Source: an optimization exercise on an open RTL-to-GDS flow (aim: small area, a short achievable clock period and few clock cycles per item). Production flows keep margins and buffers that such runs may drop. RTL that was checked went through simulation tests only; none was proved equivalent to the original. Power and IR drop assume default switching activity.

== before ==
==> module simple_ALU, before the edit <==
module simple_ALU(input i_clk,
                  input i_rst,
                  input logic  [15:0] i_memData,
                  output logic [15:0] o_memData,
                  output logic [15:0] o_memAddr,
                  output logic o_memWrEnable);
  localparam logic [1:0] S_FETCH = 2'd0,
                         S_DEC   = 2'd1,
                         S_RD1   = 2'd2,
                         S_RD2   = 2'd3;
  logic [1:0]  state;
  logic [5:0]  rd;         
  logic [5:0]  rs;         
  logic [5:0]  pcn;        
  logic        selRd, selRs, selPc;   
  logic [15:0] wdata;      
  logic        we;         
  logic        kv;         
  logic        first;      
  logic        stale;      
  logic        twoRd;      
  logic        sameRd;     
  logic [15:0] breg;       
  logic        opAdd, opDbl, opAnd, opOr, opXor, opSh;
  logic        cin;        
  logic        left;       
  logic        arith;      
  wire  [5:0]  addr = ({6{selRd}} & rd) | ({6{selRs}} & rs) | ({6{selPc}} & pcn);
  assign o_memAddr     = {10'd0, addr};
  assign o_memData     = wdata;
  assign o_memWrEnable = we;
  wire [15:0] x = i_memData;
  wire [15:0] y = breg;
  wire [16:0] sum = {x, 1'b1} + {y, cin};
  wire [15:0] xin;
  wire [15:0] u;
  genvar gi;
  generate
    for (gi = 0; gi < 16; gi++) begin : g_rev
      assign xin[gi] = left ? x[15-gi] : x[gi];
      assign u[gi]   = left ? sw[15-gi] : sw[gi];
    end
  endgenerate
  wire        fill = arith & x[15];
  wire [31:0] sww  = {{16{fill}}, xin} >> y[3:0];
  wire [15:0] sw   = sww[15:0];
  wire        big  = |y[15:4];
  wire [15:0] alu = ({16{opAdd}} & sum[16:1])
                  | ({16{opDbl}} & {x[14:0], 1'b0})
                  | ({16{opAnd}} & (x & y))
                  | ({16{opOr}}  & (x | y))
                  | ({16{opXor}} & (x ^ y))
                  | ({16{opSh & ~big}} & u)
                  | ({16{arith & big}} & {16{x[15]}});
  wire [15:0] ins   = i_memData;
  wire [2:0]  dFn   = ins[14:12];
  wire [5:0]  dRd   = ins[11:6];
  wire [5:0]  dRs   = ins[5:0];
  wire        dImm  = ins[15];
  wire        aK    = kv & (dRd == rd);
  wire        bK    = dImm | (kv & (dRs == rd));
  wire        dShift = (dFn == 3'd2) | (dFn == 3'd3) | (dFn == 3'd4);
  wire        dComm  = (dFn == 3'd0) | (dFn[2] & (dFn[1:0] != 2'd0));
  wire        dSub   = (dFn == 3'd1);
  wire        same  = ~aK & ~bK & (dRd == dRs) & ~dShift;
  wire        bOnly = aK & ~bK & dComm;
  wire        two   = ~bK & ~same & ~bOnly;      
  wire        none  = aK & bK;
  wire        inDec = (state == S_DEC);
  wire        bLoad = inDec ? ~stale : (state == S_RD2) & twoRd;
  wire [15:0] bSrc  = inDec ? (dImm ? {10'd0, dRs} : wdata) : i_memData;
  wire [15:0] bNew  = bSrc ^ {16{inDec ? dSub : cin}};
  always_ff @(posedge i_clk) begin
    if (i_rst) begin
      state <= S_FETCH;
      selRd <= 1'b0;
      selRs <= 1'b0;
      selPc <= 1'b1;
      pcn   <= 6'd0;
      we    <= 1'b0;
      kv    <= 1'b0;
      first <= 1'b1;
      stale <= 1'b0;
    end else begin
      case (state)
        S_FETCH: begin
          we    <= ~first;
          kv    <= ~first;
          first <= 1'b0;
          {selRd, selRs, selPc} <= 3'b100;
          pcn   <= pcn + 6'd1;
          stale <= ~first & (rd == pcn);
          state <= S_DEC;
        end
        S_DEC: begin
          we    <= 1'b0;
          if (stale) begin
            stale <= 1'b0;
            kv    <= 1'b0;
          end else if (two) begin
            {selRd, selRs, selPc} <= 3'b010;
            state <= S_RD1;
          end else if (none) begin
            {selRd, selRs, selPc} <= 3'b001;
            state <= S_FETCH;
          end else begin
            {selRd, selRs, selPc} <= {~bOnly, bOnly, 1'b0};
            state <= S_RD2;
          end
        end
        S_RD1: begin
          {selRd, selRs, selPc} <= 3'b100;
          state <= S_RD2;
        end
        default: begin   
          {selRd, selRs, selPc} <= 3'b001;
          state <= S_FETCH;
        end
      endcase
    end
  end
  always_ff @(posedge i_clk) wdata <= alu;
  always_ff @(posedge i_clk) begin
    if (bLoad) breg <= bNew;
    case (state)
      S_DEC: begin
        if (!stale) begin
          rd     <= dRd;
          rs     <= dRs;
          twoRd  <= two;
          sameRd <= same;
          cin    <= dSub;
          opAdd  <= (dFn[2:1] == 2'd0);
          opDbl  <= 1'b0;
          opAnd  <= (dFn == 3'd5);
          opOr   <= (dFn == 3'd6);
          opXor  <= (dFn == 3'd7);
          opSh   <= dShift;
          left   <= (dFn == 3'd4);
          arith  <= (dFn == 3'd2);
        end
      end
      S_RD2: begin
        if (sameRd) begin
          opAdd <= 1'b0;
          opDbl <= opAdd & ~cin;
          opAnd <= cin | opAnd | opXor;
          opXor <= 1'b0;
          cin   <= 1'b0;
          breg  <= opAnd ? 16'hFFFF : 16'd0;
        end
      end
      default: ;
    endcase
  end
endmodule
Settings: LEC_CHECK=0, ABC_AREA=1, CAP_MARGIN=20, CORE_MARGIN=2, CORE_UTILIZATION=40, CTS_BUF_LIST=sky130_fd_sc_hd__clkbuf_8, SLEW_MARGIN=20; clock period 9.0 ns.
standard.sh (not shown) runs the stock make flow with config.mk's settings and CLKGATE_MAP_FILE= SYNTH_SCRIPT=/design/flow/synth_recipe.tcl, a recipe that flattens the netlist after the stock synthesis.
==> flow/flow/run.sh <==
#!/bin/bash
# Standard layout, with plain buffers (not delay cells) on the ports and the
# timing repair aiming at 6.0 ns of setup slack.
# Full make output goes to standard.log here; ORFS keeps each step's log
# under orfs/logs/.
set -euo pipefail
bash standard.sh "BUFFER_PORTS_ARGS=-buffer_cell sky130_fd_sc_hd__buf_2" SETUP_SLACK_MARGIN=6.0 finish > standard.log 2>&1
Changes in after relative to before:
--- a/flow/design.v
+++ b/flow/design.v
@@ -22,6 +22,7 @@
   logic        twoRd;      
   logic        sameRd;     
   logic [15:0] breg;       
+  logic        zsh;        
   logic        opAdd, opDbl, opAnd, opOr, opXor, opSh;
   logic        cin;        
   logic        left;       
@@ -45,14 +46,12 @@
   wire        fill = arith & x[15];
   wire [31:0] sww  = {{16{fill}}, xin} >> y[3:0];
   wire [15:0] sw   = sww[15:0];
-  wire        big  = |y[15:4];
   wire [15:0] alu = ({16{opAdd}} & sum[16:1])
                   | ({16{opDbl}} & {x[14:0], 1'b0})
                   | ({16{opAnd}} & (x & y))
                   | ({16{opOr}}  & (x | y))
                   | ({16{opXor}} & (x ^ y))
-                  | ({16{opSh & ~big}} & u)
-                  | ({16{arith & big}} & {16{x[15]}});
+                  | ({16{opSh & ~zsh}} & u);
   wire [15:0] ins   = i_memData;
   wire [2:0]  dFn   = ins[14:12];
   wire [5:0]  dRd   = ins[11:6];
@@ -70,7 +69,10 @@
   wire        inDec = (state == S_DEC);
   wire        bLoad = inDec ? ~stale : (state == S_RD2) & twoRd;
   wire [15:0] bSrc  = inDec ? (dImm ? {10'd0, dRs} : wdata) : i_memData;
-  wire [15:0] bNew  = bSrc ^ {16{inDec ? dSub : cin}};
+  wire        bSh   = inDec ? dShift : opSh;
+  wire        bSra  = inDec ? (dFn == 3'd2) : arith;
+  wire        bBig  = |bSrc[15:4];
+  wire [15:0] bNew  = (bSh & bBig) ? 16'd15 : bSrc ^ {16{inDec ? dSub : cin}};
   always_ff @(posedge i_clk) begin
     if (i_rst) begin
       state <= S_FETCH;
@@ -122,7 +124,10 @@
   end
   always_ff @(posedge i_clk) wdata <= alu;
   always_ff @(posedge i_clk) begin
-    if (bLoad) breg <= bNew;
+    if (bLoad) begin
+      breg <= bNew;
+      zsh  <= bSh & bBig & ~bSra;
+    end
     case (state)
       S_DEC: begin
         if (!stale) begin
[summary]
Summary of after over before: setup slack went up 0.018 ns; flip-flop and latch count after synthesis went up 1. Compared with before, after shows number of instances resized during post-cts repair lower by 9. Re part of the power in the clock network: before was higher than after. In the flow results for before and after, the clock transition at the registers of the reported paths is smaller on before. Relative to before, number of sinks handled by clock tree synthesis increased by 1 in after. In after, netlist area before placement is higher than in before. Net switching fraction of the power (lower): before. The period utilization of after falls short of that of before by 0.20 points. Combinational share of power: after higher than before. The lower multi-input logic portion of the cell area came out of after. NOTE: final cell count in after exceeds that of before.
Testbench counts of after, summed over its fixed seeds: cycles 487,097, instrs 160,000.
Function not checked in before: the RTL went through the layout flow alone.

-- afterwards: timing with drivers on the ports --
In the flow no input, the clock included, has a driving cell. The finished layouts below were timed again as built, in two steps.
Step 1, drivers: a clkbuf_16 drives i_clk and a buf_2 each remaining input, both assumed.
Step 2 adds t to the input delays and takes it off the output delays; t is the mean of the earliest and latest rising clock arrival at the registers after step 1. Input paths then give back, and output paths get back, about the clock's delay inside the block.
a / b / c = ideal ports / drivers / drivers and shift; a / b = the first two.
run | t, ns | setup slack, ns | hold WS [ns] | worst setup path after step 2 | worst data-port slew with drivers (ns)
before | 0.406 | 6.018 / 6.034 / 5.628 | 0.457 / 0.457 / 0.457 | input to register | 0.04
after | 0.419 | 6.036 / 6.017 / 5.597 | 0.459 / 0.459 / 0.459 | input to register | 0.07
After both steps every run listed still meets setup and hold. The setup slack of after, which loses most, moves by -0.019 ns with the drivers and by -0.439 ns with both steps.
